This is an optimization exercise on Yosys and OpenROAD, whose aim is small area and a short achievable clock period, not a production implementation.
In this exercise RTL edits were held to simulation tests only and were not proved equivalent to the original.
Power figures rest on the tool's default switching activity, not on a simulated workload.

--- flow/constraint.sdc ---
create_clock -name core_clock -period 11.0 [get_ports {clk}]
set_input_delay 2.2000 -clock core_clock [delete_from_list [all_inputs] [get_ports {clk}]]
set_output_delay 2.2000 -clock core_clock [all_outputs]
set_load 0.01 [all_outputs]
--- flow/standard.sh ---
#!/bin/bash
# synth_recipe.tcl (not shown) runs the flow's synth.tcl, then flattens the netlist and writes it again
# the make line also repeats each setting of config.mk as NAME=value (left out here)
make -C /OpenROAD-flow-scripts/flow DESIGN_CONFIG=/design/flow/config.mk WORK_HOME=/design/flow/orfs CLKGATE_MAP_FILE= SYNTH_SCRIPT=/design/flow/synth_recipe.tcl "${@:-finish}"
--- flow/design.v ---
`timescale 1ns/1ps
module alu(
           clk,
           rst_n,
           src1,
           src2,
           ALU_control,
           result,
           zero,
           cout,
           overflow
           );
input           clk;
input           rst_n;
input  [32-1:0] src1;
input  [32-1:0] src2;
input   [4-1:0] ALU_control;
output [32-1:0] result;
output          zero;
output          cout;
output          overflow;
  wire is_and = (ALU_control == 4'b0000);
  wire is_or  = (ALU_control == 4'b0001);
  wire is_add = (ALU_control == 4'b0010);
  wire is_sub = (ALU_control == 4'b0110);
  wire is_slt = (ALU_control == 4'b0111);
  wire is_nor = (ALU_control == 4'b1100);
  wire arith  = is_add | is_sub;
  wire        inv = ALU_control[2];
  wire [31:0] b   = src2 ^ {32{inv}};
  wire [31:0] x   = src1 ^ src2;
  wire [31:0] p   = x ^ {32{inv}};
  wire [31:0] g   = src1 & b;
  wire [31:0] g0 = {g[31:1], g[0] | (p[0] & inv)};
  wire [31:0] p0 = p;
  wire G0_1 = g0[1] | (p0[1] & g0[0]);
  wire G0_3 = g0[3] | (p0[3] & g0[2]);
  wire P0_3 = p0[3] & p0[2];
  wire G0_5 = g0[5] | (p0[5] & g0[4]);
  wire P0_5 = p0[5] & p0[4];
  wire G0_7 = g0[7] | (p0[7] & g0[6]);
  wire P0_7 = p0[7] & p0[6];
  wire G0_9 = g0[9] | (p0[9] & g0[8]);
  wire P0_9 = p0[9] & p0[8];
  wire G0_11 = g0[11] | (p0[11] & g0[10]);
  wire P0_11 = p0[11] & p0[10];
  wire G0_13 = g0[13] | (p0[13] & g0[12]);
  wire P0_13 = p0[13] & p0[12];
  wire G0_15 = g0[15] | (p0[15] & g0[14]);
  wire P0_15 = p0[15] & p0[14];
  wire G0_17 = g0[17] | (p0[17] & g0[16]);
  wire P0_17 = p0[17] & p0[16];
  wire G0_19 = g0[19] | (p0[19] & g0[18]);
  wire P0_19 = p0[19] & p0[18];
  wire G0_21 = g0[21] | (p0[21] & g0[20]);
  wire P0_21 = p0[21] & p0[20];
  wire G0_23 = g0[23] | (p0[23] & g0[22]);
  wire P0_23 = p0[23] & p0[22];
  wire G0_25 = g0[25] | (p0[25] & g0[24]);
  wire P0_25 = p0[25] & p0[24];
  wire G0_27 = g0[27] | (p0[27] & g0[26]);
  wire P0_27 = p0[27] & p0[26];
  wire G0_29 = g0[29] | (p0[29] & g0[28]);
  wire P0_29 = p0[29] & p0[28];
  wire G0_31 = g0[31] | (p0[31] & g0[30]);
  wire P0_31 = p0[31] & p0[30];
  wire G1_2 = g0[2] | (p0[2] & G0_1);
  wire G1_3 = G0_3 | (P0_3 & G0_1);
  wire G1_6 = g0[6] | (p0[6] & G0_5);
  wire P1_6 = p0[6] & P0_5;
  wire G1_7 = G0_7 | (P0_7 & G0_5);
  wire P1_7 = P0_7 & P0_5;
  wire G1_10 = g0[10] | (p0[10] & G0_9);
  wire P1_10 = p0[10] & P0_9;
  wire G1_11 = G0_11 | (P0_11 & G0_9);
  wire P1_11 = P0_11 & P0_9;
  wire G1_14 = g0[14] | (p0[14] & G0_13);
  wire P1_14 = p0[14] & P0_13;
  wire G1_15 = G0_15 | (P0_15 & G0_13);
  wire P1_15 = P0_15 & P0_13;
  wire G1_18 = g0[18] | (p0[18] & G0_17);
  wire P1_18 = p0[18] & P0_17;
  wire G1_19 = G0_19 | (P0_19 & G0_17);
  wire P1_19 = P0_19 & P0_17;
  wire G1_22 = g0[22] | (p0[22] & G0_21);
  wire P1_22 = p0[22] & P0_21;
  wire G1_23 = G0_23 | (P0_23 & G0_21);
  wire P1_23 = P0_23 & P0_21;
  wire G1_26 = g0[26] | (p0[26] & G0_25);
  wire P1_26 = p0[26] & P0_25;
  wire G1_27 = G0_27 | (P0_27 & G0_25);
  wire P1_27 = P0_27 & P0_25;
  wire G1_30 = g0[30] | (p0[30] & G0_29);
  wire P1_30 = p0[30] & P0_29;
  wire G1_31 = G0_31 | (P0_31 & G0_29);
  wire P1_31 = P0_31 & P0_29;
  wire G2_4 = g0[4] | (p0[4] & G1_3);
  wire G2_5 = G0_5 | (P0_5 & G1_3);
  wire G2_6 = G1_6 | (P1_6 & G1_3);
  wire G2_7 = G1_7 | (P1_7 & G1_3);
  wire G2_12 = g0[12] | (p0[12] & G1_11);
  wire P2_12 = p0[12] & P1_11;
  wire G2_13 = G0_13 | (P0_13 & G1_11);
  wire P2_13 = P0_13 & P1_11;
  wire G2_14 = G1_14 | (P1_14 & G1_11);
  wire P2_14 = P1_14 & P1_11;
  wire G2_15 = G1_15 | (P1_15 & G1_11);
  wire P2_15 = P1_15 & P1_11;
  wire G2_20 = g0[20] | (p0[20] & G1_19);
  wire P2_20 = p0[20] & P1_19;
  wire G2_21 = G0_21 | (P0_21 & G1_19);
  wire P2_21 = P0_21 & P1_19;
  wire G2_22 = G1_22 | (P1_22 & G1_19);
  wire P2_22 = P1_22 & P1_19;
  wire G2_23 = G1_23 | (P1_23 & G1_19);
  wire P2_23 = P1_23 & P1_19;
  wire G2_28 = g0[28] | (p0[28] & G1_27);
  wire P2_28 = p0[28] & P1_27;
  wire G2_29 = G0_29 | (P0_29 & G1_27);
  wire P2_29 = P0_29 & P1_27;
  wire G2_30 = G1_30 | (P1_30 & G1_27);
  wire P2_30 = P1_30 & P1_27;
  wire G2_31 = G1_31 | (P1_31 & G1_27);
  wire P2_31 = P1_31 & P1_27;
  wire G3_8 = g0[8] | (p0[8] & G2_7);
  wire G3_9 = G0_9 | (P0_9 & G2_7);
  wire G3_10 = G1_10 | (P1_10 & G2_7);
  wire G3_11 = G1_11 | (P1_11 & G2_7);
  wire G3_12 = G2_12 | (P2_12 & G2_7);
  wire G3_13 = G2_13 | (P2_13 & G2_7);
  wire G3_14 = G2_14 | (P2_14 & G2_7);
  wire G3_15 = G2_15 | (P2_15 & G2_7);
  wire G3_24 = g0[24] | (p0[24] & G2_23);
  wire P3_24 = p0[24] & P2_23;
  wire G3_25 = G0_25 | (P0_25 & G2_23);
  wire P3_25 = P0_25 & P2_23;
  wire G3_26 = G1_26 | (P1_26 & G2_23);
  wire P3_26 = P1_26 & P2_23;
  wire G3_27 = G1_27 | (P1_27 & G2_23);
  wire P3_27 = P1_27 & P2_23;
  wire G3_28 = G2_28 | (P2_28 & G2_23);
  wire P3_28 = P2_28 & P2_23;
  wire G3_29 = G2_29 | (P2_29 & G2_23);
  wire P3_29 = P2_29 & P2_23;
  wire G3_30 = G2_30 | (P2_30 & G2_23);
  wire P3_30 = P2_30 & P2_23;
  wire G3_31 = G2_31 | (P2_31 & G2_23);
  wire P3_31 = P2_31 & P2_23;
  wire G4_16 = g0[16] | (p0[16] & G3_15);
  wire G4_17 = G0_17 | (P0_17 & G3_15);
  wire G4_18 = G1_18 | (P1_18 & G3_15);
  wire G4_19 = G1_19 | (P1_19 & G3_15);
  wire G4_20 = G2_20 | (P2_20 & G3_15);
  wire G4_21 = G2_21 | (P2_21 & G3_15);
  wire G4_22 = G2_22 | (P2_22 & G3_15);
  wire G4_23 = G2_23 | (P2_23 & G3_15);
  wire G4_24 = G3_24 | (P3_24 & G3_15);
  wire G4_25 = G3_25 | (P3_25 & G3_15);
  wire G4_26 = G3_26 | (P3_26 & G3_15);
  wire G4_27 = G3_27 | (P3_27 & G3_15);
  wire G4_28 = G3_28 | (P3_28 & G3_15);
  wire G4_29 = G3_29 | (P3_29 & G3_15);
  wire G4_30 = G3_30 | (P3_30 & G3_15);
  wire G4_31 = G3_31 | (P3_31 & G3_15);
  wire [32:0] c;
  assign c[0] = inv;
  assign c[1] = g0[0];
  assign c[2] = G0_1;
  assign c[3] = G1_2;
  assign c[4] = G1_3;
  assign c[5] = G2_4;
  assign c[6] = G2_5;
  assign c[7] = G2_6;
  assign c[8] = G2_7;
  assign c[9] = G3_8;
  assign c[10] = G3_9;
  assign c[11] = G3_10;
  assign c[12] = G3_11;
  assign c[13] = G3_12;
  assign c[14] = G3_13;
  assign c[15] = G3_14;
  assign c[16] = G3_15;
  assign c[17] = G4_16;
  assign c[18] = G4_17;
  assign c[19] = G4_18;
  assign c[20] = G4_19;
  assign c[21] = G4_20;
  assign c[22] = G4_21;
  assign c[23] = G4_22;
  assign c[24] = G4_23;
  assign c[25] = G4_24;
  assign c[26] = G4_25;
  assign c[27] = G4_26;
  assign c[28] = G4_27;
  assign c[29] = G4_28;
  assign c[30] = G4_29;
  assign c[31] = G4_30;
  assign c[32] = G4_31;
  wire [31:0] sum = p ^ c[31:0];
  wire        ovf = c[31] ^ c[32];
  wire        lt  = sum[31] ^ ovf;
  wire [31:0] orv = src1 | src2;
  wire [31:0] res = ({32{is_and}} & (src1 & src2))
                  | ({32{is_or}}  & orv)
                  | ({32{is_nor}} & ~orv)
                  | ({32{arith}}  & sum)
                  | {31'b0, is_slt & lt};
  reg  [31:0] r_result;
  reg         r_cout;
  reg         r_ovf;
  always @(posedge clk or negedge rst_n) begin
    if (!rst_n) begin
      r_result <= 32'b0;
      r_cout   <= 1'b0;
      r_ovf    <= 1'b0;
    end else begin
      r_result <= res;
      r_cout   <= arith & c[32];
      r_ovf    <= arith & ovf;
    end
  end
  assign result   = r_result;
  assign zero     = ~(|r_result);
  assign cout     = r_cout;
  assign overflow = r_ovf;
endmodule
--- flow/flow/run.sh ---
#!/bin/bash
# Layout flow: the standard layout, with two changes.
# 1. Synthesis is the standard synthesis (synth_recipe.tcl, so -nofsm -noshare,
#    flatten and the same renames) except that Yosys does not extract full and
#    half adder cells, and ABC maps the logic with flow/abc.script instead of
#    the ORFS speed script. The registers are the standard synthesis's.
# 2. The port buffers are the small plain buffer instead of the default
#    delay-buffer cell, and the resizer's setup repair aims for a slack margin.
# Each tool's output goes to a log of its own in the work folder.
set -euo pipefail
here=$(pwd)
{ head -n 1 synth_recipe.tcl
  cat <<'EOT'
# ABC with this flow's own script
proc abc {args} {
  set i [lsearch -exact $args -script]
  if {$i >= 0} { lset args [expr {$i + 1}] $::env(OWN_ABC_SCRIPT) }
  yosys abc {*}$args
}
EOT
  tail -n +2 synth_recipe.tcl
} > own_synth.tcl
sed -e "s#SYNTH_SCRIPT=[^ ]*#SYNTH_SCRIPT=$here/own_synth.tcl ADDER_MAP_FILE=#" standard.sh > own_synth.sh
export OWN_ABC_SCRIPT=$here/flow/abc.script
bash own_synth.sh synth > synth.log 2>&1
export BUFFER_PORTS_ARGS="-buffer_cell sky130_fd_sc_hd__buf_1"
export SETUP_SLACK_MARGIN=6.25
bash standard.sh > layout.log 2>&1
--- flow/config.mk ---
export PLATFORM = sky130hd
export DESIGN_NAME = alu
export DESIGN_NICKNAME = alu
export VERILOG_FILES = /design/flow/design.v
export SDC_FILE = /design/flow/constraint.sdc
export NUM_CORES = 4
export LEC_CHECK = 0
export CAP_MARGIN = 20
export CORE_MARGIN = 2
export CORE_UTILIZATION = 60
export CTS_BUF_LIST = sky130_fd_sc_hd__clkbuf_4
export SLEW_MARGIN = 20
--- flow/flow/abc.script ---
strash
&get -n
&st
&dch -f
&nf -R 1000
&dch -f
&nf -R 1000
&put
topo
buffer -c
upsize -c
dnsize -c
stime -c
==> flow_summary_export.csv, run 1 <==
group,metric,value,unit
logic_synthesis,synthesis.area,3570,sq um
logic_synthesis,postSynthCellCount,443,
sta,tns,0,ns
pwr,total_leakage_power,1.54,nW
sta,slew_violations,0,
placement,place_area,4010,sq um
logic_synthesis,syn_avg_cell_area,8.06,sq um
finish,fin_cells,620,
logic_synthesis,yosys-top-cells-count,"o21ai_0 (61), xor2_1 (46), xnor2_1 (35)",
cts,clockBufferDepth,2,
sta,fin_crit_sh,40.7,%
worst_setup_path,crit_arrival,4.69,ns
die,ios,105,
logic_synthesis,synth_top_cell_by_area,"dfrtp_1",
finish,synthToLayoutAreaGrowth,15.2,%
worst_setup_path,path_cells,"clkbuf_2 -> buf_12 -> xor2_1 -> xnor2_1 -> nor2_1 -> a221o_1 -> a31oi_4 -> o211ai_4 -> buf_4 -> a221oi_1 -> xnor2_1 -> o21ai_1",
sta,worst_slew_pin_slew,0.916,ns
cts,cts_tree,"done",
logic_synthesis,synthFlopType,"dfrtp_1",
detailed_routing,wirelength,9610,um
worst_setup_path,cp-start-kind,"input port",
outcome,outcome,"finished clean",
die,initial_utilization,61.1,%
logic_synthesis,synth_nets,513,
cts,hold_buffers,0,
placement,place_inst,609,
worst_hold_path,hold_path_class,"input port to async pin",
cts,numCtsBuffers,5,
global_route,grt_pass1_wl,14900,um
sta,hold_viol_final,0,
worst_setup_path,crit_slowest_cell,"a221o_1",
logic_synthesis,ys.warnings.count,1,
worst_setup_path,cpMostUsedCell,"xnor2_1",
finish,drive_gt1_share,8.99,%
placement,dp_hpwl,7150,um
logic_synthesis,synthArstFlopShare,100,%
detailed_routing,drt_iter0_drc,184,
detailed_routing,vias_per_cell,5.96,
placement,place_congestion,0.857,
finish,nFillCells,540,
global_route,grtUsageTotal,28.9,%
cts,root_buffer,"clkbuf_4",
logic_synthesis,yosys.cell_types.count,61,
logic_synthesis,yosys_register_bits,34,
worst_setup_path,path_delay_family,"compound AO/OA/AOI/OAI gates",
cts,cts_max_level,2,
logic_synthesis,synth_top_area_share,23.8,%
pwr,ir_drop,55.8,uV
global_route,grt_max_degree,39,
detailed_routing,wl_per_cell,15.5,um
detailed_routing,drcViolationCount,0,
pwr,p_per_area,101,nW/um^2
sta,relSlewSlack,38.9,%
die,num_rows,28,
worst_setup_path,cpPeakStageDelay,0.34,ns
logic_synthesis,synth_edf_count,0,
logic_synthesis,yosysSeqAreaShare,23.8,%
finish,utilization,70.3,%
worst_setup_path,crit_type,"input port to flop",
detailed_routing,via_count,3697,
worst_setup_path,end_kind,"flop",
detailed_routing,final_antenna_net_count,0,
logic_synthesis,synth.most_common_cell,"o21ai_0",
finish,design_area,4120,sq um
worst_setup_path,worst-path-buf-inv,3,
placement,io_buffers,104,
die,die_height,81.2,um
sta,rsz0062_at_grt,"no",
worst_setup_path,critPathMaxFanout,38,
global_route,antenna_found_initial,0,
run,cap_violations,0,
finish,diodes,0,
die,dieArea,6590,sq um
cts,clkSinkCount,34,
sta,max_freq,223,MHz
die,fp.dieW,81.2,um
cts,path_clk_slew,0.11,ns
global_route,grt.overflow.total,0,
sta,min_period,4.48,ns
sta,setup_viol,0,
finish,nNetsFinal,615,
detailed_routing,drtPass1Iterations,5,
die,core,5850,sq um
logic_synthesis,synth.area.top_cells,"dfrtp_1 (24%), xor2_1 (11%), xnor2_1 (8.6%)",
global_route,first_global_vias,3386,
worst_setup_path,worstPathRequired,11.21,ns
[worst paths after layout]
| path | from | end | cells after the start |
|---|---|---|---|
| setup / recovery | ALU_control[2] | r_result[25] | 12 |
| hold / removal | rst_n | r_result[17] | 1 |
| max in group asynchronous | rst_n | r_cout | 1 |
| min in group core_clock | src2[22] | r_result[22] | 3 |
[logic make-up after synthesis]
kind of cell             after synthesis  share of synthesized area [%]
buffers and inverters                 23                           3.33
AND/OR/NAND/NOR                      121                           17.3
adder cells (fa/ha/maj)               10                           2.94
XOR/XNOR                              87                           22.6
flip-flops                            34                           23.8
AO/OA/AOI/OAI                        167                           29.7
multiplexers                           1                          0.315
[final cells by class]
type | instances | area (sq um) | share of cell area, %
well taps | 75 | 93.8 | 2.28
clock buffers | 7 | 52.6 | 1.28
inverters | 4 | 15.0 | 0.365
multi-input cells | 386 | 2620 | 63.7
repair buffers | 114 | 480 | 11.7
flip-flops and latches | 34 | 851 | 20.7
[per-layer routing]
metal	vias up	track usage (%)	part of all wire, %
li1	1840	-	-
met1	1752	35.6	44
met2	95	51.8	51
met3	10	3.33	3.5
met4	0	10.0	1.7
met5	-	0	0
[registers in the layout, summed over array words and instances (netlist names)]
register	flops
r_cout	1
r_result	32
r_ovf	1
[timing repair]
action                     4_1_cts  5_1_grt
buffers inserted                 0        4
resized for setup                1        4
pin swaps                        0        1
setup endpoints to repair        5       13
[cell usage in the layout, fill, tap and decap left out, types with 2 or more instances in the layout]
master	instances
xnor2_1	35
xnor2_2	2
xor2_1	45
o31ai_1	28
maj3_1	6
nand4_1	3
buf_4	9
nor2b_1	3
a31oi_1	32
dfrtp_1	34
inv_1	3
nor3_1	7
maj3_2	4
clkbuf_4	7
clkbuf_2	2
nand3_1	12
nand2_1	32
a21oi_1	14
o21ai_1	11
buf_1	102
nor4_2	2
nor4_1	8
nor2_1	31
xor2_2	5
nand2b_1	4
o21ai_0	61
and2_1	6
a22oi_1	3
[where the power goes]
group,switching (mW),internal (mW)
Clock,0.0431,0.0291
Combinational,0.122,0.0808
Sequential,0.00638,0.136
[through the flow]
step | setup WS, ns | hold WS, ns | total power, mW
2_1_floorplan | 6.65 | 1.90 | 0.284
3_3_place_gp | 5.96 | 2.36 | 0.336
3_5_place_dp | 5.80 | 2.38 | 0.341
4_1_cts | 6.29 | 2.00 | 0.413
5_1_grt | 6.33 | 2.04 | 0.449
6_report | 6.52 | 1.97 | 0.418
==> inputs of run 2 (changes only) <==
==> flow/flow/abc.script (replaced) <==
strash
&get -n
&dch -f
&nf -R 1000
&put
topo
buffer -c
upsize -c
dnsize -c
stime -c
==> flow_summary_export.csv, run 2 <==
group,metric,value,unit
outcome,outcome,"finished clean",
finish,top_register,"r_result",
logic_synthesis,synth_top_area_share,24.5,%
worst_setup_path,cpPeakStageDelay,0.47,ns
global_route,first_global_vias,3360,
sta,max_freq,215,MHz
global_route,grt.overflow.total,0,
logic_synthesis,synth_nets,521,
worst_setup_path,path_delay_family,"compound AO/OA/AOI/OAI gates",
worst_setup_path,end_kind,"flop",
detailed_routing,drt_iter0_drc,217,
placement,place_inst,612,
die,initial_utilization,62.8,%
logic_synthesis,synth.most_common_cell,"o21ai_0",
detailed_routing,final_antenna_net_count,0,
worst_setup_path,startpoint,"ALU_control[2]",
placement,dp_hpwl,6580,um
logic_synthesis,ys.warnings.count,1,
finish,design_area,4220,sq um
sta,fin_crit_sh,42.2,%
finish,diodes,0,
cts,clockBufferDepth,2,
logic_synthesis,yosys_register_bits,34,
placement,place_congestion,0.870,
logic_synthesis,synthFlopType,"dfrtp_1",
global_route,grt_max_degree,38,
finish,fin_cells,634,
logic_synthesis,yosys.cell_types.count,51,
cts,numCtsBuffers,5,
finish,reg.largest.list,"r_result x32, r_cout x1, r_ovf x1",
finish,final_cell_mix,"buf_1 (102), o21ai_0 (65), xor2_1 (50), nand2_1 (47), a31oi_1 (35)",
sta,slew_violations,0,
worst_setup_path,cpMostUsedCell,"a21oi_2",
sta,rsz0062_at_grt,"yes",
pwr,ir_drop,53.3,uV
cts,root_buffer,"clkbuf_4",
detailed_routing,wirelength,9880,um
sta,relSlewSlack,40.2,%
sta,min_period,4.64,ns
worst_setup_path,critPathMaxFanout,10,
finish,synthToLayoutAreaGrowth,21.3,%
worst_setup_path,crit_type,"input port to flop",
logic_synthesis,synth_edf_count,0,
worst_setup_path,worst-path-buf-inv,2,
die,die_height,80.1,um
pwr,total_leakage_power,1.58,nW
die,fp.dieW,80.1,um
die,num_rows,27,
logic_synthesis,synthArstFlopShare,100,%
global_route,grtUsageTotal,29.3,%
worst_setup_path,crit_slowest_cell,"a221oi_4",
sta,hold_viol_final,0,
worst_setup_path,crit_arrival,4.94,ns
sta,worst_slew_pin_slew,0.897,ns
pwr,p_per_area,102,nW/um^2
placement,dp_slack,5.23,ns
run,cap_violations,0,
logic_synthesis,yosysSeqAreaShare,24.5,%
logic_synthesis,yosys-top-cells-count,"o21ai_0 (65), xor2_1 (55), nand2_1 (47)",
finish,utilization,76.2,%
worst_setup_path,worstPathRequired,11.29,ns
finish,nNetsFinal,631,
cts,cts_max_level,2,
sta,setup_viol,0,
sta,fin_ws,6.36,ns
detailed_routing,via_count,3898,
worst_hold_path,hold_path_class,"input port to async pin",
logic_synthesis,synth.area.top_cells,"dfrtp_1 (24%), xor2_1 (14%), o21ai_0 (9.4%)",
sta,tns,0,ns
logic_synthesis,syn_avg_cell_area,7.71,sq um
die,ios,105,
finish,drive_gt1_share,9.25,%
finish,largest_register_ffs,32,
placement,place_area,3910,sq um
global_route,grt_pass1_wl,14900,um
detailed_routing,wl_per_cell,15.6,um
cts,path_clk_slew,0.11,ns
cts,hold_buffers,0,
die,dieArea,6420,sq um
global_route,antenna_found_initial,0,
cts,clkSinkCount,34,
die,core,5540,sq um
detailed_routing,drtPass1Iterations,7,
worst_setup_path,path_cells,"clkbuf_2 -> buf_12 -> xor2_4 -> xnor2_2 -> a21oi_2 -> a21oi_2 -> o211ai_2 -> nand3_2 -> o2111ai_4 -> a221oi_4 -> nor4_2 -> a211oi_2 -> nor2_1 -> or3_1 -> nand3_1",
logic_synthesis,synthesis.area,3480,sq um
worst_setup_path,cp-start-kind,"input port",
cts,cts_tree,"done",
logic_synthesis,synth_top_cell_by_area,"dfrtp_1",
detailed_routing,vias_per_cell,6.15,
finish,layout_commonest_cell,"buf_1",
logic_synthesis,postSynthCellCount,451,
detailed_routing,drcViolationCount,0,
placement,io_buffers,104,
## run 2: cell types whose count changed in the layout (fill, tap and decap cells not counted), sizes merged, moves of 3 or more
cell,delta
nand2,+14
maj3,-8
buf,+6
xor2,+6
xnor2,-4
a21oi,-3
a22oi,-3
a31oi,+3
and2,-3
nand3,-3
o211ai,+3
o31ai,+3
## run 2: layout make-up
cell class | count | area (sq um)
multi-input combinational | 393 | 2630
fill | 463 | 1320
sequential | 34 | 851
timing repair buffer | 122 | 579
tap | 72 | 90.1
clock buffer | 6 | 45.0
inverter | 5 | 18.8
clock inverter | 2 | 8.76
## run 2: final timing paths
path	cells past startpoint	end	slack, ns
max	15	r_result[0]	6.36
max in group asynchronous	1	r_result[15]	8.49
min in group core_clock	3	r_result[4]	2.19
min	1	r_result[5]	1.95
## run 2: logic make-up (layout without fill, tap and decap cells)
kind of cell | Yosys count | count (layout) | synth area share, %
AO/OA/AOI/OAI | 169 | 169 | 30.9
XOR/XNOR | 89 | 89 | 22.8
buffers and inverters | 24 | 135 | 3.17
AND/OR/NAND/NOR | 133 | 133 | 18.0
adder cells (fa/ha/maj) | 2 | 2 | 0.576
flip-flops | 34 | 34 | 24.5
## run 2: routing by layer
metal	up-vias	global-route usage, %	part of all wire [%]
met1	1835	36.6	42
met3	22	3.03	5.4
met4	0	11.0	1.9
met5	-	0	0
li1	1890	-	-
met2	151	51.8	51
## run 2: report_power, final
part | total, mW | switching (mW) | internal, mW
Sequential | 0.143 | 0.00683 | 0.136
Combinational | 0.213 | 0.127 | 0.0862
Clock | 0.0721 | 0.0456 | 0.0265
Total | 0.428 | 0.180 | 0.249
## run 2: metrics by stage
step | total power, mW | hold slack [ns]
floorplan | 0.280 | 1.90
global placement | 0.329 | 2.34
detailed placement | 0.335 | 2.36
CTS | 0.412 | 1.98
global route | 0.458 | 2.02
finish | 0.428 | 1.95
## run 2: what timing repair did
item                                    4_1_cts  5_1_grt
cloned                                        0        2
buffers inserted                              4        8
endpoints found under the setup margin       18       15
resized for setup                             4       15
pin swaps                                     2        3
==> inputs of run 3 (changes only) <==
==> flow/flow/abc.script (replaced) <==
strash
&get -n
&st
&dc2
&dch -f
&nf -R 1000
&dch -f
&nf -R 1000
&put
topo
buffer -c
upsize -c
dnsize -c
stime -c
==> flow_summary_export.csv, run 3 <==
group,metric,value,unit
detailed_routing,drcViolationCount,0,
die,fp.dieW,78.6,um
worst_setup_path,crit_type,"input port to flop",
detailed_routing,vias_per_cell,5.91,
sta,max_freq,190,MHz
die,ios,105,
sta,hold_viol_final,0,
finish,largest_register_ffs,32,
detailed_routing,wl_per_cell,15.3,um
logic_synthesis,synthFlopType,"dfrtp_1",
finish,design_area,4160,sq um
die,num_rows,27,
sta,setup_viol,0,
pwr,ir_drop,61.0,uV
sta,fin_crit_sh,47.8,%
logic_synthesis,yosys-top-cells-count,"o21ai_0 (60), xor2_1 (46), nand2_1 (36)",
detailed_routing,drtPass1Iterations,4,
pwr,total_power,0.422,mW
cts,path_clk_slew,0.11,ns
logic_synthesis,synth_nets,490,
cts,clkSinkCount,34,
finish,multiInputGateArea,2470,sq um
placement,dp_hpwl,6210,um
cts,cts_max_level,2,
logic_synthesis,syn_avg_cell_area,7.94,sq um
global_route,first_global_vias,3289,
worst_setup_path,end_kind,"flop",
finish,nFillCells,430,
logic_synthesis,synthArstFlopShare,100,%
finish,diodes,0,
logic_synthesis,synthesis.area,3340,sq um
global_route,grt_pass1_wl,15000,um
placement,place_congestion,0.859,
run,cap_violations,0,
logic_synthesis,yosysSeqAreaShare,25.5,%
detailed_routing,wirelength,9410,um
finish,drive_gt1_share,14.5,%
sta,rsz0062_at_grt,"yes",
finish,register_area,851,sq um
logic_synthesis,synth_top_area_share,25.5,%
cts,cts_tree,"done",
sta,whs,1.97,ns
worst_hold_path,hold_path_class,"input port to async pin",
die,die_height,78.6,um
logic_synthesis,ys.warnings.count,1,
cts,root_buffer,"clkbuf_4",
detailed_routing,via_count,3642,
detailed_routing,final_antenna_net_count,0,
cts,clockBufferDepth,2,
finish,layout_commonest_cell,"buf_1",
worst_setup_path,worstPathRequired,11.27,ns
worst_setup_path,crit_arrival,5.53,ns
sta,worst_slew_pin_slew,1.02,ns
finish,reg.largest.list,"r_result x32, r_cout x1, r_ovf x1",
global_route,antenna_found_initial,0,
sta,relSlewSlack,31.5,%
logic_synthesis,yosys_register_bits,34,
worst_setup_path,critPathMaxFanout,5,
finish,top_register,"r_result",
die,dieArea,6170,sq um
logic_synthesis,synth.area.top_cells,"dfrtp_1 (26%), xor2_1 (12%), o21ai_0 (9.0%)",
logic_synthesis,synth_top_cell_by_area,"dfrtp_1",
placement,place_area,3790,sq um
cts,numCtsBuffers,5,
finish,synthToLayoutAreaGrowth,24.7,%
logic_synthesis,yosys.cell_types.count,54,
sta,slew_violations,0,
placement,io_buffers,104,
finish,nNetsFinal,614,
die,core,5440,sq um
die,initial_utilization,61.3,%
logic_synthesis,synth_edf_count,0,
worst_setup_path,cp-start-kind,"input port",
pwr,p_per_area,102,nW/um^2
logic_synthesis,synth.most_common_cell,"o21ai_0",
sta,min_period,5.26,ns
pwr,total_leakage_power,1.65,nW
logic_synthesis,postSynthCellCount,420,
global_route,grt.overflow.total,0,
detailed_routing,drt_iter0_drc,230,
global_route,grt_max_degree,35,
sta,tns,0,ns
finish,final_cell_mix,"buf_1 (101), xor2_1 (45), o21ai_0 (44), nand2_1 (35)",
global_route,grtUsageTotal,30.4,%
outcome,outcome,"finished clean",
-- run 3: kinds of logic after synthesis --
| family | after synthesis | synth area share, % |
|---|---|---|
| and+or+nand+nor | 130 | 20.1 |
| adders and majority gates | 5 | 1.61 |
| DFF | 34 | 25.5 |
| buffers and inverters | 22 | 2.93 |
| xor gates and xnor gates | 81 | 21.5 |
| muxes | 1 | 0.450 |
| AOI/OAI and AO/OA | 147 | 27.9 |
-- run 3: area by class of cell --
cell class | instances | share of cell area [%]
Multi-Input combinational cell | 364 | 59.4
Inverter | 6 | 0.542
Sequential cell | 34 | 20.5
Timing Repair Buffer | 133 | 16.2
Clock buffer | 7 | 1.26
Tap cell | 72 | 2.17
-- run 3: power breakdown --
group | leakage [nW] | switching, mW | internal (mW)
logic | 1.16 | 0.118 | 0.0908
registers | 0.456 | 0.00635 | 0.136
clock network | 0.0322 | 0.0423 | 0.0291
total | 1.65 | 0.167 | 0.256
-- run 3: timing repair --
action | in CTS | in global routing
setup buffers | 16 | 7
hold buffers | 0 | 0
pin swaps | 20 | 22
resized for setup | 20 | 18
gates cloned | 1 | 0
setup endpoints to repair | 24 | 22
-- run 3: final timing paths --
path	from	to	slack, ns
max	ALU_control[2]	r_result[31]	5.74
min	rst_n	r_result[7]	1.97
max in group asynchronous	rst_n	r_result[26]	8.49
min in group core_clock	src2[0]	r_result[0]	2.19
-- run 3: worst max-delay path: stages --
cell and delay (ns):
buf_8 0.10, buf_12 0.12, mux2_4 0.27, maj3_2 0.33, maj3_2 0.33, maj3_2 0.35, nand2_2 0.11, nor2_4 0.04
nand3_2 0.09, a21oi_2 0.07, o21ai_2 0.18, nand2_4 0.08, a31oi_4 0.20, o21ai_4 0.09, a41oi_4 0.28, or3_1 0.16
and3_4 0.21, nor2_4 0.04, nand2_2 0.08, nand3_2 0.08, nand3_2 0.11
-- run 3: layer usage --
layer  vias up  routed length, um  global-route usage [%]
met4         0                161                    10.7
met1      1711               3970                    37.5
met2       122               4730                    54.2
met3        13                554                    3.68
li1       1796                  -                       -
met5         -                  0                       0
-- run 3: metrics by stage --
stage          setup slack, ns  util (%)  std cells
2_1_floorplan             5.81         -        420
3_3_place_gp              5.10      69.7        585
3_5_place_dp              5.03      69.7        585
4_1_cts                   5.77      74.7        609
5_1_grt                   5.60      76.5        616
6_report                  5.74      76.5        616
==> inputs of run 4 (changes only) <==
==> flow/flow/abc.script (replaced) <==
strash
&get -n
&st
&dch -f
&nf -R 1000
&dch -f
&nf -R 1000
&put
topo
upsize -c
dnsize -c
stime -c
==> flow_summary_export.csv, run 4 <==
group,metric,value,unit
worst_setup_path,path_delay_family,"adder cells",
worst_hold_path,hold_path_class,"input port to async pin",
finish,synthToLayoutAreaGrowth,21.6,%
logic_synthesis,synth.most_common_cell,"o21ai_0",
placement,place_congestion,0.924,
detailed_routing,via_count,3775,
pwr,p_per_area,101,nW/um^2
global_route,grt_pass1_wl,14700,um
global_route,grt_max_degree,39,
detailed_routing,final_antenna_net_count,0,
die,initial_utilization,62.0,%
worst_setup_path,crit_slowest_cell,"maj3_1",
sta,worst_slew_pin_slew,1.01,ns
cts,clockBufferDepth,2,
finish,top_register,"r_result",
sta,max_freq,215,MHz
worst_setup_path,path_cells,"clkbuf_2 -> buf_12 -> mux2_1 -> maj3_1 -> nand3_1 -> o21ai_2 -> a31oi_4 -> o211ai_4 -> buf_12 -> maj3_1 -> xnor2_1 -> nand2_1 -> nand3_1",
logic_synthesis,synthArstFlopShare,100,%
die,num_rows,27,
worst_setup_path,cp-start-kind,"input port",
cts,root_buffer,"clkbuf_4",
sta,min_period,4.65,ns
cts,numCtsBuffers,5,
logic_synthesis,postSynthCellCount,424,
finish,final_cell_mix,"buf_1 (102), o21ai_0 (64), xor2_1 (48), xnor2_1 (35), dfrtp_1 (34)",
global_route,grt.overflow.total,0,
cts,clkSinkCount,34,
logic_synthesis,synth_edf_count,0,
detailed_routing,wl_per_cell,15.7,um
run,cap_violations,0,
worst_setup_path,crit_arrival,4.87,ns
worst_setup_path,crit_type,"input port to flop",
finish,nNetsFinal,615,
worst_setup_path,worst-path-buf-inv,3,
cts,cts_max_level,2,
die,ios,105,
logic_synthesis,syn_avg_cell_area,8.00,sq um
logic_synthesis,yosys-top-cells-count,"o21ai_0 (65), xor2_1 (50), xnor2_1 (37)",
detailed_routing,vias_per_cell,6.11,
worst_setup_path,cpPeakStageDelay,0.44,ns
logic_synthesis,yosys_register_bits,34,
sta,relSlewSlack,32.9,%
sta,fin_crit_sh,42.3,%
worst_setup_path,critPathMaxFanout,16,
placement,io_buffers,104,
finish,drive_gt1_share,6.78,%
global_route,first_global_vias,3332,
sta,rsz0062_at_grt,"yes",
logic_synthesis,synthesis.area,3390,sq um
cts,cts_tree,"done",
global_route,antenna_found_initial,0,
finish,reg.largest.list,"r_result x32, r_cout x1, r_ovf x1",
global_route,grtUsageTotal,29.4,%
logic_synthesis,yosysSeqAreaShare,25.1,%
outcome,outcome,"finished clean",
sta,setup_viol,0,
logic_synthesis,synth_top_cell_by_area,"dfrtp_1",
detailed_routing,wirelength,9690,um
logic_synthesis,synth_top_area_share,25.1,%
logic_synthesis,ys.warnings.count,1,
placement,dp_slack,5.49,ns
die,die_height,79.2,um
detailed_routing,drtPass1Iterations,5,
worst_setup_path,end_kind,"flop",
logic_synthesis,synth_nets,494,
detailed_routing,drcViolationCount,0,
die,fp.dieW,79.2,um
pwr,ir_drop,52.2,uV
finish,layout_commonest_cell,"buf_1",
logic_synthesis,synthFlopType,"dfrtp_1",
cts,path_clk_slew,0.12,ns
detailed_routing,drt_iter0_drc,208,
sta,fin_ws,6.35,ns
finish,diodes,0,
die,core,5470,sq um
die,dieArea,6270,sq um
worst_setup_path,worstPathRequired,11.22,ns
sta,slew_violations,0,
finish,largest_register_ffs,32,
sta,tns,0,ns
cts,hold_buffers,0,
sta,hold_viol_final,0,
pwr,total_power,0.416,mW
logic_synthesis,yosys.cell_types.count,49,
pwr,total_leakage_power,1.54,nW
logic_synthesis,synth.area.top_cells,"dfrtp_1 (25%), xor2_1 (13%), o21ai_0 (9.6%)",
placement,dp_hpwl,6730,um
## run 4: cell types whose count changed after synthesis, moves of 6 or more
cell / previous run / this run
clkbuf_1: 11 / 0
inv_1: 6 / 0
maj3_1: 2 / 10
nor2_1: 24 / 31
o21ai_1: 0 / 7
o31ai_1: 22 / 28
or2_2: 7 / 0
## run 4: cell type report
type                       instances  area (sq um)
tap                               72          90.1
timing repair buffer             114           523
fill                             459          1350
inverter                           4          15.0
sequential                        34           851
multi-input combinational        386          2590
clock buffer                       6          45.0
clock inverter                     2          8.76
## run 4: per-layer routing
metal / GRT usage [%] / vias to the layer above / part of all wire [%] / routed length [um]
li1: - / 1851 / - / -
met1: 38.5 / 1763 / 44 / 4220
met2: 51.4 / 148 / 49 / 4750
met3: 4.89 / 13 / 6.5 / 631
met4: 5.86 / 0 / 0.86 / 83
met5: 0 / - / 0 / 0
## run 4: kinds of logic after synthesis
family / share of synthesized area [%]
compound gates: 30.4
simple gates: 18.3
xor+xnor: 22.5
flops: 25.1
fa+ha+maj: 2.95
buf+inv: 0.442
mux: 0.332
## run 4: worst paths after layout
check / end / from / depth (start not counted) / slack, ns
hold / removal: r_result[31] / rst_n / 1 / 1.94
max in group asynchronous: r_result[19] / rst_n / 1 / 8.53
min in group core_clock: r_result[27] / src2[27] / 3 / 2.19
setup / recovery: r_result[17] / ALU_control[2] / 13 / 6.35
## run 4: report_power, final
| part | internal (mW) | switching (mW) | total, mW |
|---|---|---|---|
| clock | 0.0265 | 0.0441 | 0.0706 |
| sequential | 0.136 | 0.00719 | 0.143 |
| combinational | 0.0808 | 0.122 | 0.203 |
## run 4: metrics by stage
step	hold WS (ns)	instance area (sq um)	cells	util [%]
final	1.94	4130	618	75.4
after CTS	1.96	4010	612	73.3
after detailed placement	2.34	3930	604	71.8
after floorplan	1.90	3400	424	-
after global routing	2.00	4130	618	75.4
after global placement	2.33	3930	604	71.8
## run 4: repair_timing
item / CTS / global route
endpoints found under the setup margin: 15 / 9
setup buffers: 0 / 5
gates resized for setup: 5 / 7
pin swaps: 0 / 3
cloned: 0 / 1
==> inputs of run 5 (changes only) <==
--- a/flow/flow/abc.script
+++ b/flow/flow/abc.script
@@ -9,2 +9,3 @@
 topo
+buffer -c
 upsize -c
--- a/flow/config.mk
+++ b/flow/config.mk
@@ -11,2 +11,3 @@
 export CTS_BUF_LIST = sky130_fd_sc_hd__clkbuf_4
+export PLACE_DENSITY = 0.75
 export SLEW_MARGIN = 20
==> flow_summary_export.csv, run 5 <==
group,metric,value,unit
logic_synthesis,synth_edf_count,0,
global_route,use_met2,50.5,%
die,core,5850,sq um
global_route,grt_max_degree,39,
detailed_routing,vias_per_cell,6.02,
sta,max_freq,218,MHz
detailed_routing,drtPass1Iterations,5,
worst_setup_path,crit_arrival,4.83,ns
worst_hold_path,hold_path_class,"input port to async pin",
finish,diodes,0,
logic_synthesis,synth.area.top_cells,"dfrtp_1 (24%), xor2_1 (11%), xnor2_1 (8.6%)",
finish,utilization,71.1,%
sta,fin_ws,6.42,ns
cts,cts_tree,"done",
finish,largest_register_ffs,32,
sta,rsz0062_at_grt,"no",
logic_synthesis,synth_top_area_share,23.8,%
global_route,first_global_vias,3301,
placement,dp_slack,5.76,ns
logic_synthesis,synthesis.area,3570,sq um
global_route,grt_pass1_wl,15100,um
logic_synthesis,ys.warnings.count,1,
cts,root_buffer,"clkbuf_4",
cts,path_clk_slew,0.11,ns
pwr,combPwrFrac,48.9,%
sta,setup_viol,0,
sta,hold_viol_final,0,
detailed_routing,drt_iter0_drc,179,
logic_synthesis,postSynthCellCount,443,
detailed_routing,drcViolationCount,0,
sta,worst_slew_pin_slew,0.930,ns
cts,clockBufferDepth,2,
logic_synthesis,syn_avg_cell_area,8.06,sq um
sta,whs,1.97,ns
finish,layout_commonest_cell,"buf_1",
finish,nNetsFinal,618,
sta,tns,0,ns
placement,io_buffers,104,
worst_setup_path,critPathMaxFanout,38,
logic_synthesis,yosys_register_bits,34,
logic_synthesis,yosysSeqAreaShare,23.8,%
detailed_routing,via_count,3748,
sta,relSlewSlack,38.0,%
die,dieArea,6590,sq um
pwr,ir_drop,53.2,uV
finish,drive_gt1_share,9.49,%
die,die_height,81.2,um
run,cap_violations,0,
pwr,p_per_area,102,nW/um^2
pwr,total_leakage_power,1.57,nW
finish,final_cell_mix,"buf_1 (102), o21ai_0 (61), xor2_1 (45), xnor2_1 (35), dfrtp_1 (34)",
sta,slew_violations,0,
cts,hold_buffers,0,
die,fp.dieW,81.2,um
die,num_rows,28,
sta,min_period,4.58,ns
pwr,total_power,0.424,mW
logic_synthesis,yosys-top-cells-count,"o21ai_0 (61), xor2_1 (46), xnor2_1 (35)",
placement,place_area,4010,sq um
placement,dp_hpwl,7020,um
finish,design_area,4160,sq um
worst_setup_path,cp-start-kind,"input port",
pwr,seq_power_share,33.6,%
worst_setup_path,worstPathRequired,11.24,ns
pwr,p_clk_share,17.5,%
logic_synthesis,synthFlopType,"dfrtp_1",
worst_setup_path,crit_type,"input port to flop",
detailed_routing,wl_per_cell,15.6,um
cts,clkSinkCount,34,
global_route,top_usage_layer,"met2",
sta,fin_crit_sh,41.7,%
placement,place_inst,608,
outcome,outcome,"finished clean",
global_route,grt.overflow.total,0,
finish,reg.largest.list,"r_result x32, r_cout x1, r_ovf x1",
worst_setup_path,end_kind,"flop",
cts,numCtsBuffers,5,
finish,fin_cells,623,
logic_synthesis,synth_nets,513,
global_route,grtUsageTotal,29.4,%
global_route,met3_usage,4.00,%
logic_synthesis,synth_top_cell_by_area,"dfrtp_1",
global_route,antenna_found_initial,0,
detailed_routing,final_antenna_net_count,0,
logic_synthesis,synthArstFlopShare,100,%
finish,top_register,"r_result",
die,ios,105,
detailed_routing,wirelength,9700,um
die,initial_utilization,61.1,%
logic_synthesis,synth.most_common_cell,"o21ai_0",
pwr,p_int,0.248,mW
placement,place_congestion,0.886,
finish,synthToLayoutAreaGrowth,16.5,%
logic_synthesis,yosys.cell_types.count,61,
global_route,grt_util_met1,37.4,%
pwr,switching_share,41.3,%
cts,cts_max_level,2,
pwr,switchingPower,0.175,mW
==> run 5: worst max-delay path by stage <==
stage	startpoint	endpoint	slack, ns	cells after the start
finish	ALU_control[2]	r_result[17]	6.42	13
CTS	ALU_control[2]	r_ovf	6.27	12
global placement	ALU_control[2]	r_result[31]	5.95	12
floorplan	ALU_control[2]	r_ovf	6.65	14
detailed placement	ALU_control[2]	r_result[31]	5.76	12
global route	ALU_control[2]	r_result[17]	6.25	13
==> run 5: kinds of logic after synthesis <==
| group | count (synthesis) | synth area share, % |
|---|---|---|
| xor+xnor | 87 | 22.6 |
| mux | 1 | 0.315 |
| buf+inv | 23 | 3.33 |
| simple gates | 121 | 17.3 |
| compound gates | 167 | 29.7 |
| fa+ha+maj | 10 | 2.94 |
| flops | 34 | 23.8 |
==> run 5: timing repair <==
item                                    in CTS  in global routing
endpoints found under the setup margin       6                 22
resized for setup                            1                  4
setup buffers                                0                  7
cloned                                       0                  1
pin swaps                                    1                  1
==> run 5: critical path: stages <==
cell	delay, ns
clkbuf_2	0.10
buf_12	0.27
xor2_1	0.12
and2_1	0.19
maj3_1	0.35
a21o_1	0.18
a21oi_1	0.38
o211ai_4	0.19
buf_4	0.18
maj3_1	0.37
xnor2_1	0.13
nand2_1	0.08
nand3_1	0.07
==> run 5: layout make-up <==
class	count	area, sq um
Multi-Input combinational cell	387	2650
Timing Repair Buffer	116	495
Inverter	4	15.0
Fill cell	501	1690
Tap cell	75	93.8
Sequential cell	34	851
Clock buffer	7	52.6
==> run 5: power by group through the flow <==
stage | Combinational, mW | Sequential [mW] | Clock, mW
floorplan | 0.135 | 0.149 | 0
global placement | 0.191 | 0.145 | 0
detailed placement | 0.196 | 0.145 | 0
CTS | 0.197 | 0.142 | 0.0746
global route | 0.231 | 0.143 | 0.0796
finish | 0.207 | 0.142 | 0.0741
==> run 5: per-layer routing <==
layer | up-vias | wire (um) | part of all wire (%)
met5 | - | 0 | 0
met4 | 0 | 175 | 1.8
met3 | 15 | 566 | 5.8
met2 | 129 | 4800 | 49
met1 | 1756 | 4160 | 43
li1 | 1848 | - | -
==> inputs of run 6 (changes only) <==
--- a/flow/config.mk
+++ b/flow/config.mk
@@ -11,3 +11,3 @@
 export CTS_BUF_LIST = sky130_fd_sc_hd__clkbuf_4
-export PLACE_DENSITY = 0.75
+export GPL_ROUTABILITY_DRIVEN = 0
 export SLEW_MARGIN = 20
==> flow_summary_export.csv, run 6 <==
group,metric,value,unit
placement,io_buffers,104,
placement,dp_hpwl,7010,um
global_route,grt_max_degree,39,
sta,hold_viol_final,0,
global_route,antenna_found_initial,0,
cts,cts_tree,"done",
logic_synthesis,syn_avg_cell_area,8.06,sq um
detailed_routing,top_layer,"met4",
finish,final_cell_mix,"buf_1 (102), o21ai_0 (61), xor2_1 (46), xnor2_1 (35), dfrtp_1 (34)",
detailed_routing,wirelength,9420,um
logic_synthesis,synth_top_cell_by_area,"dfrtp_1",
logic_synthesis,synthFlopType,"dfrtp_1",
sta,whs,1.97,ns
finish,diodes,0,
logic_synthesis,yosys_register_bits,34,
detailed_routing,drcViolationCount,0,
logic_synthesis,synth.area.top_cells,"dfrtp_1 (24%), xor2_1 (11%), xnor2_1 (8.6%)",
detailed_routing,routedLengthMet1,4050,um
global_route,first_global_vias,3355,
cts,cts_max_level,2,
finish,nFillCells,525,
die,ios,105,
sta,slew_violations,0,
sta,fin_crit_sh,41.5,%
finish,layout_commonest_cell,"buf_1",
logic_synthesis,synthesis.area,3570,sq um
worst_setup_path,end_kind,"flop",
logic_synthesis,ys.warnings.count,1,
sta,worst_slew_pin_slew,0.929,ns
placement,place_area,4010,sq um
pwr,total_leakage_power,1.54,nW
cts,clockBufferDepth,2,
cts,path_clk_slew,0.11,ns
sta,rsz0062_at_grt,"no",
detailed_routing,wl_met3,430,um
cts,root_buffer,"clkbuf_4",
cts,numCtsBuffers,5,
finish,synthToLayoutAreaGrowth,14.8,%
worst_setup_path,cp-start-kind,"input port",
die,core,5850,sq um
detailed_routing,drtPass1Iterations,5,
finish,design_area,4100,sq um
logic_synthesis,synth_top_area_share,23.8,%
finish,drive_gt1_share,8.82,%
finish,top_register,"r_result",
global_route,grt.overflow.total,0,
die,dieArea,6590,sq um
sta,relSlewSlack,38.1,%
logic_synthesis,synth_edf_count,0,
logic_synthesis,postSynthCellCount,443,
logic_synthesis,synthArstFlopShare,100,%
worst_setup_path,crit_type,"input port to flop",
logic_synthesis,yosys-top-cells-count,"o21ai_0 (61), xor2_1 (46), xnor2_1 (35)",
run,cap_violations,0,
detailed_routing,vias_per_cell,6.14,
cts,clkSinkCount,34,
sta,tns,0,ns
finish,nNetsFinal,614,
detailed_routing,final_antenna_net_count,0,
finish,utilization,70.1,%
logic_synthesis,synth_nets,513,
die,die_height,81.2,um
global_route,grt_pass1_wl,14900,um
finish,largest_register_ffs,32,
detailed_routing,wl_per_cell,15.2,um
pwr,p_per_area,102,nW/um^2
pwr,ir_drop,60.9,uV
worst_setup_path,critPathMaxFanout,38,
detailed_routing,routed-wl-met2,4780,um
logic_synthesis,yosysSeqAreaShare,23.8,%
sta,max_freq,219,MHz
outcome,outcome,"finished clean",
worst_hold_path,hold_path_class,"input port to async pin",
logic_synthesis,yosys.cell_types.count,61,
detailed_routing,drt_iter0_drc,183,
die,fp.dieW,81.2,um
worst_setup_path,worstPathRequired,11.21,ns
sta,min_period,4.57,ns
die,num_rows,28,
worst_setup_path,crit_arrival,4.78,ns
logic_synthesis,synth.most_common_cell,"o21ai_0",
die,initial_utilization,61.1,%
sta,setup_viol,0,
detailed_routing,via_count,3798,
global_route,grtUsageTotal,29.1,%
sta,fin_ws,6.43,ns
placement,dp_slack,5.82,ns
finish,reg.largest.list,"r_result x32, r_cout x1, r_ovf x1",
[run 6: cell types whose count changed in the layout (fill, tap and decap cells not counted), sizes merged]
| cell | delta |
|---|---|
| buf | -3 |
| o211ai | -1 |
[run 6: critical path, cell delays in order]
cell      delay, ns
clkbuf_2       0.09
buf_8          0.32
xor2_1         0.31
xnor2_1        0.21
nor2_1         0.14
a221o_1        0.35
a31oi_4        0.26
o211ai_4       0.19
nand4_1        0.15
nor3b_2        0.29
xor2_1         0.17
nor2_1         0.05
[run 6: power by group]
group / internal (mW) / switching (mW) / total (mW) / leakage [nW]
logic: 0.0798 / 0.122 / 0.201 / 1.05
registers: 0.136 / 0.00627 / 0.142 / 0.456
clock network: 0.0290 / 0.0439 / 0.0729 / 0.0322
total: 0.245 / 0.172 / 0.416 / 1.54
[run 6: kinds of logic (layout without fill, tap and decap cells)]
group                      after synthesis  after routing  synth area share (%)
AOI/OAI and AO/OA                      167            167                  29.7
xor gates and xnor gates                87             87                  22.6
adders and majority gates               10             10                  2.94
buffers and inverters                   23            124                  3.33
DFF                                     34             34                  23.8
muxes                                    1              1                 0.315
and+or+nand+nor                        121            121                  17.3
[run 6: what timing repair did]
item                       in CTS  in global routing
setup buffers                   0                  3
gates resized for setup         1                  3
pin swaps                       0                  1
setup endpoints to repair       4                  9
hold buffers                    0                  0
[run 6: layout make-up]
cell class                      instances  area [sq um]  area share (%)
Tap cell                               75          93.8            2.29
Sequential cell                        34           851            20.8
Clock buffer                            7          52.6            1.28
Timing Repair Buffer                  113           468            11.4
Multi-Input combinational cell        386          2620            63.9
Inverter                                4          15.0           0.366
[run 6: routing by layer]
metal  GRT usage [%]  up-vias
li1                -     1840
met1            35.8     1829
met2            52.3      112
met3            4.00       17
met4            8.81        0
met5               0        -
[run 6: final timing paths]
path / startpoint / to / slack, ns
min: rst_n / r_result[18] / 1.97
max: ALU_control[2] / r_ovf / 6.43
min in group core_clock: src2[22] / r_result[22] / 2.18
max in group asynchronous: rst_n / r_result[26] / 8.45
[run 6: metrics by stage]
step,std cells,total power [mW]
after global routing,619,0.447
final,619,0.416
after CTS,616,0.412
after global placement,609,0.335
after detailed placement,609,0.341
after floorplan,443,0.284
==> inputs of run 7 (changes only) <==
--- a/flow/config.mk
+++ b/flow/config.mk
@@ -10,4 +10,2 @@
 export CORE_UTILIZATION = 60
-export CTS_BUF_LIST = sky130_fd_sc_hd__clkbuf_4
-export GPL_ROUTABILITY_DRIVEN = 0
 export SLEW_MARGIN = 20
==> flow_summary_export.csv, run 7 <==
group,metric,value,unit
finish,diodes,0,
worst_setup_path,crit_slowest_cell,"a221o_1",
die,die_height,81.2,um
finish,top_register,"r_result",
logic_synthesis,synth_top_area_share,23.8,%
detailed_routing,wl_per_cell,15.6,um
global_route,grt_pass1_wl,15100,um
sta,setup_viol,0,
global_route,grtUsageTotal,29.0,%
worst_setup_path,cpMostUsedCell,"xnor2_1",
finish,nFillCells,540,
finish,layout_commonest_cell,"buf_1",
logic_synthesis,syn_avg_cell_area,8.06,sq um
worst_setup_path,end_kind,"flop",
worst_setup_path,cpPeakStageDelay,0.34,ns
detailed_routing,top_layer,"met4",
sta,tns,0,ns
cts,clockBufferDepth,2,
cts,hold_buffers,0,
worst_setup_path,crit_type,"input port to flop",
detailed_routing,routed-wl-met2,4850,um
outcome,outcome,"finished clean",
finish,synthToLayoutAreaGrowth,15.9,%
finish,largest_register_ffs,32,
logic_synthesis,synthArstFlopShare,100,%
placement,io_buffers,104,
finish,drive_gt1_share,8.62,%
logic_synthesis,yosys.cell_types.count,61,
global_route,grt_max_degree,39,
detailed_routing,drt_iter0_drc,182,
worst_setup_path,crit_arrival,4.68,ns
run,cap_violations,0,
finish,nNetsFinal,615,
logic_synthesis,ys.warnings.count,1,
detailed_routing,wl_met3,436,um
worst_hold_path,hold_path_class,"input port to async pin",
logic_synthesis,synth.area.top_cells,"dfrtp_1 (24%), xor2_1 (11%), xnor2_1 (8.6%)",
sta,rsz0062_at_grt,"no",
finish,final_cell_mix,"buf_1 (102), o21ai_0 (61), xor2_1 (45), xnor2_1 (35), dfrtp_1 (34)",
global_route,grt.overflow.total,0,
global_route,first_global_vias,3388,
pwr,p_per_area,105,nW/um^2
finish,reg.largest.list,"r_result x32, r_cout x1, r_ovf x1",
detailed_routing,final_antenna_net_count,0,
sta,max_freq,220,MHz
global_route,antenna_found_initial,0,
placement,dp_hpwl,7150,um
cts,path_clk_slew,0.08,ns
logic_synthesis,yosys_register_bits,34,
sta,slew_violations,0,
logic_synthesis,synth_nets,513,
sta,relSlewSlack,38.2,%
detailed_routing,vias_per_cell,6.05,
placement,place_congestion,0.857,
detailed_routing,wirelength,9670,um
sta,hold_viol_final,0,
cts,clkSinkCount,34,
cts,cts_tree,"done",
die,num_rows,28,
worst_setup_path,critPathMaxFanout,38,
logic_synthesis,synth.most_common_cell,"o21ai_0",
worst_setup_path,cp-start-kind,"input port",
finish,utilization,70.7,%
detailed_routing,drcViolationCount,0,
worst_setup_path,worst-path-buf-inv,3,
die,core,5850,sq um
logic_synthesis,yosysSeqAreaShare,23.8,%
logic_synthesis,synthesis.area,3570,sq um
sta,min_period,4.54,ns
logic_synthesis,synthFlopType,"dfrtp_1",
die,fp.dieW,81.2,um
cts,cts_max_level,2,
die,initial_utilization,61.1,%
worst_setup_path,path_depth,12,
worst_setup_path,path_cells,"clkbuf_2 -> buf_12 -> xor2_1 -> xnor2_1 -> nor2_1 -> a221o_1 -> a31oi_4 -> o211ai_4 -> buf_4 -> a221oi_1 -> xnor2_1 -> o21ai_1",
detailed_routing,routedLengthMet1,4250,um
logic_synthesis,synth_edf_count,0,
logic_synthesis,postSynthCellCount,443,
detailed_routing,drtPass1Iterations,5,
die,ios,105,
cts,root_buffer,"clkbuf_8",
logic_synthesis,yosys-top-cells-count,"o21ai_0 (61), xor2_1 (46), xnor2_1 (35)",
pwr,ir_drop,59.7,uV
sta,fin_crit_sh,41.2,%
cts,numCtsBuffers,5,
pwr,total_leakage_power,1.55,nW
worst_setup_path,worstPathRequired,11.15,ns
sta,worst_slew_pin_slew,0.927,ns
detailed_routing,via_count,3749,
worst_setup_path,path_delay_family,"compound AO/OA/AOI/OAI gates",
die,dieArea,6590,sq um
logic_synthesis,synth_top_cell_by_area,"dfrtp_1",
==> run 7: cell count changes in the layout (fill, tap and decap cells not counted) <==
cell / previous run / this run
clkbuf_8: 0 / 5
clkbuf_1: 0 / 2
buf_8: 1 / 0
buf_4: 8 / 9
clkbuf_4: 7 / 0
buf_12: 0 / 1
nor3_1: 6 / 7
xor2_1: 46 / 45
nor3_2: 1 / 0
xor2_2: 4 / 5
==> run 7: per-layer routing <==
metal,track usage [%],vias to the layer above
met5,0,-
met2,52.6,110
met3,3.00,14
met4,8.64,0
met1,36.1,1778
li1,-,1847
==> run 7: layout make-up <==
class / count / area [sq um] / share of cell area [%]
Timing Repair Buffer: 114 / 480 / 11.6
Inverter: 4 / 15.0 / 0.363
Tap cell: 75 / 93.8 / 2.27
Clock buffer: 7 / 76.3 / 1.84
Sequential cell: 34 / 851 / 20.6
Multi-Input combinational cell: 386 / 2620 / 63.4
==> run 7: power breakdown <==
group          internal, mW  total, mW  switching, mW
Combinational        0.0808      0.203          0.122
Sequential            0.136      0.142        0.00638
Clock                0.0436     0.0900         0.0463
Total                 0.260      0.435          0.175
==> run 7: cell families after synthesis <==
| group | share of synthesized area [%] |
|---|---|
| AOI/OAI and AO/OA | 29.7 |
| and+or+nand+nor | 17.3 |
| xor gates and xnor gates | 22.6 |
| DFF | 23.8 |
| buffers and inverters | 3.33 |
| adders and majority gates | 2.94 |
| muxes | 0.315 |
==> run 7: worst paths after layout <==
| check | startpoint | end | slack (ns) |
|---|---|---|---|
| setup / recovery | ALU_control[2] | r_result[25] | 6.46 |
| hold / removal | rst_n | r_result[17] | 2.04 |
| max in group asynchronous | rst_n | r_cout | 8.38 |
| min in group core_clock | src2[22] | r_result[22] | 2.25 |
==> run 7: metrics by stage <==
step / total power, mW / cell area [sq um] / worst slack (ns) / hold slack (ns) / cells
floorplan: 0.284 / 3570 / 6.65 / 1.90 / 443
detailed placement: 0.341 / 4010 / 5.80 / 2.38 / 609
finish: 0.435 / 4140 / 6.46 / 2.04 / 620
global route: 0.466 / 4140 / 6.26 / 2.12 / 620
global placement: 0.336 / 4010 / 5.96 / 2.36 / 609
CTS: 0.430 / 4100 / 6.28 / 2.07 / 616
==> run 7: repair_timing <==
| item | CTS | global route |
|---|---|---|
| setup buffers | 0 | 4 |
| pin swaps | 0 | 1 |
| gates resized for setup | 2 | 2 |
| setup endpoints to repair | 10 | 14 |
==> inputs of run 8 (changes only) <==
--- a/flow/config.mk
+++ b/flow/config.mk
@@ -10,2 +10,3 @@
 export CORE_UTILIZATION = 60
+export CTS_BUF_LIST = sky130_fd_sc_hd__clkbuf_4 sky130_fd_sc_hd__clkbuf_8
 export SLEW_MARGIN = 20
==> flow_summary_export.csv, run 8 <==
group,metric,value,unit
cts,numCtsBuffers,5,
logic_synthesis,synth.most_common_cell,"o21ai_0",
sta,fin_crit_sh,41.2,%
die,ios,105,
sta,slew_violations,0,
global_route,grtUsageTotal,29.0,%
logic_synthesis,synth_top_area_share,23.8,%
cts,path_clk_slew,0.08,ns
sta,min_period,4.53,ns
cts,clkSinkCount,34,
cts,root_buffer,"clkbuf_8",
placement,dp_hpwl,7150,um
sta,fin_ws,6.47,ns
sta,relSlewSlack,38.2,%
finish,diodes,0,
placement,io_buffers,104,
cts,cts_max_level,2,
placement,dp_slack,5.80,ns
global_route,grt_pass1_wl,15100,um
detailed_routing,via_count,3744,
pwr,total_power,0.440,mW
logic_synthesis,synthesis.area,3570,sq um
cts,cts_tree,"done",
logic_synthesis,ys.warnings.count,1,
worst_setup_path,end_kind,"flop",
logic_synthesis,synthFlopType,"dfrtp_1",
die,fp.dieW,81.2,um
logic_synthesis,synth.area.top_cells,"dfrtp_1 (24%), xor2_1 (11%), xnor2_1 (8.6%)",
die,core,5850,sq um
logic_synthesis,synth_top_cell_by_area,"dfrtp_1",
finish,top_register,"r_result",
detailed_routing,drtPass1Iterations,5,
cts,clockBufferDepth,2,
sta,max_freq,221,MHz
logic_synthesis,yosysSeqAreaShare,23.8,%
outcome,outcome,"finished clean",
worst_setup_path,worstPathRequired,11.15,ns
finish,largest_register_ffs,32,
detailed_routing,final_antenna_net_count,0,
global_route,grt.overflow.total,0,
sta,tns,0,ns
sta,hold_viol_final,0,
logic_synthesis,yosys.cell_types.count,61,
detailed_routing,drcViolationCount,0,
finish,reg.largest.list,"r_result x32, r_cout x1, r_ovf x1",
die,die_height,81.2,um
detailed_routing,drt_iter0_drc,193,
logic_synthesis,yosys-top-cells-count,"o21ai_0 (61), xor2_1 (46), xnor2_1 (35)",
detailed_routing,wirelength,9680,um
logic_synthesis,postSynthCellCount,443,
worst_setup_path,startpoint,"ALU_control[2]",
finish,nFillCells,536,
global_route,grt_max_degree,39,
worst_setup_path,crit_type,"input port to flop",
finish,drive_gt1_share,8.99,%
worst_setup_path,critPathMaxFanout,38,
worst_setup_path,crit_arrival,4.68,ns
placement,place_congestion,0.857,
pwr,total_leakage_power,1.56,nW
finish,synthToLayoutAreaGrowth,16.1,%
global_route,antenna_found_initial,0,
finish,layout_commonest_cell,"buf_1",
pwr,ir_drop,59.6,uV
run,cap_violations,0,
worst_setup_path,cp-start-kind,"input port",
pwr,p_per_area,106,nW/um^2
sta,setup_viol,0,
logic_synthesis,yosys_register_bits,34,
die,initial_utilization,61.1,%
global_route,first_global_vias,3388,
sta,rsz0062_at_grt,"no",
die,dieArea,6590,sq um
detailed_routing,wl_per_cell,15.6,um
logic_synthesis,synth_nets,513,
finish,utilization,70.9,%
sta,worst_slew_pin_slew,0.927,ns
logic_synthesis,syn_avg_cell_area,8.06,sq um
logic_synthesis,synth_edf_count,0,
die,num_rows,28,
logic_synthesis,synthArstFlopShare,100,%
worst_hold_path,hold_path_class,"input port to async pin",
finish,final_cell_mix,"buf_1 (102), o21ai_0 (61), xor2_1 (45), xnor2_1 (35), dfrtp_1 (34)",
detailed_routing,vias_per_cell,6.04,
finish,nNetsFinal,615,
==> run 8: per-stage QoR <==
stage               std cells  area, sq um  hold slack (ns)
finish                    620         4150             2.04
global route              620         4150             2.12
CTS                       616         4100             2.07
detailed placement        609         4010             2.38
global placement          609         4010             2.36
floorplan                 443         3570             1.90
==> run 8: cell families after synthesis <==
logic type	share of synthesized area, %
compound gates	29.7
flops	23.8
buf+inv	3.33
mux	0.315
fa+ha+maj	2.94
xor+xnor	22.6
simple gates	17.3
==> run 8: cell type report <==
cell class	instances	area (sq um)	area share, %
Multi-Input combinational cell	386	2620	63.2
Sequential cell	34	851	20.5
Timing Repair Buffer	114	480	11.6
Clock buffer	7	83.8	2.02
Inverter	4	15.0	0.362
Tap cell	75	93.8	2.26
==> run 8: metal layers <==
metal / up-vias / track usage [%] / share of wire, %
met4: 0 / 8.64 / 1.2
met3: 12 / 3.00 / 4.4
met2: 108 / 52.6 / 50
li1: 1846 / - / -
met1: 1778 / 36.1 / 44
met5: - / 0 / 0
==> run 8: worst max-delay path by stage <==
stage / endpoint / slack (ns) / depth (start not counted)
after global placement: r_result[31] / 5.96 / 12
after detailed placement: r_result[31] / 5.80 / 12
after floorplan: r_ovf / 6.65 / 14
after CTS: r_result[31] / 6.28 / 12
final: r_result[25] / 6.47 / 12
after global routing: r_result[25] / 6.26 / 12
==> run 8: worst max-delay path, cell delays in order <==
cell and delay [ns]:
clkbuf_2 0.10, buf_12 0.26, xor2_1 0.26, xnor2_1 0.22
nor2_1 0.14, a221o_1 0.34, a31oi_4 0.26, o211ai_4 0.19
buf_4 0.19, a221oi_1 0.28, xnor2_1 0.16, o21ai_1 0.07
==> run 8: timing repair <==
action	CTS	global route
buffers inserted	0	4
setup endpoints to repair	10	14
hold buffers	0	0
hold endpoints to repair	0	0
pin swaps	0	1
gates resized for setup	2	2
==> run 8: power by group <==
| part | switching [mW] | leakage [nW] | total (mW) | internal [mW] |
|---|---|---|---|---|
| Sequential | 0.00641 | 0.456 | 0.142 | 0.136 |
| Combinational | 0.122 | 1.06 | 0.203 | 0.0808 |
| Clock | 0.0464 | 0.0452 | 0.0950 | 0.0486 |
| Total | 0.175 | 1.56 | 0.440 | 0.265 |

separate check: timing with driven ports:
Ports are ideal in the flow. The routed layouts listed here were re-timed in OpenROAD. Step 1: set_driving_cell puts a clkbuf_16 on clk and a buf_2 on each other input, an assumption about the parent block. Step 2 also shifts input and output timing later by t, the mid clock arrival at the registers, as if the neighbouring blocks saw the same clock. Slacks: no drivers / after step 1 / after step 2; pairs: no drivers / after step 1.
run	shift t [ns]	slack for setup (ns)	hold WS [ns]	clock arrival spread, ns
run 1	0.358	6.518 / 6.520 / 6.161	1.973 / 1.975 / 2.333	0.016 / 0.015
run 2	0.374	6.357 / 6.365 / 5.991	1.954 / 1.950 / 2.324	0.004 / 0.004
run 3	0.355	5.739 / 5.722 / 5.367	1.971 / 1.970 / 2.325	0.004 / 0.004
run 4	0.363	6.350 / 6.352 / 5.988	1.937 / 1.937 / 2.300	0.017 / 0.017
run 5	0.372	6.415 / 6.421 / 6.048	1.973 / 1.967 / 2.340	0.009 / 0.009
run 6	0.372	6.431 / 6.433 / 6.061	1.966 / 1.964 / 2.336	0.015 / 0.015
run 7	0.312	6.463 / 6.467 / 6.155	2.036 / 2.036 / 2.348	0.013 / 0.013
run 8	0.312	6.466 / 6.470 / 6.157	2.036 / 2.036 / 2.348	0.013 / 0.013
After both steps setup and hold are still met in every run listed. The setup slack of run 3, which loses most, moves by -0.017 ns with the drivers and by -0.372 ns with both steps.
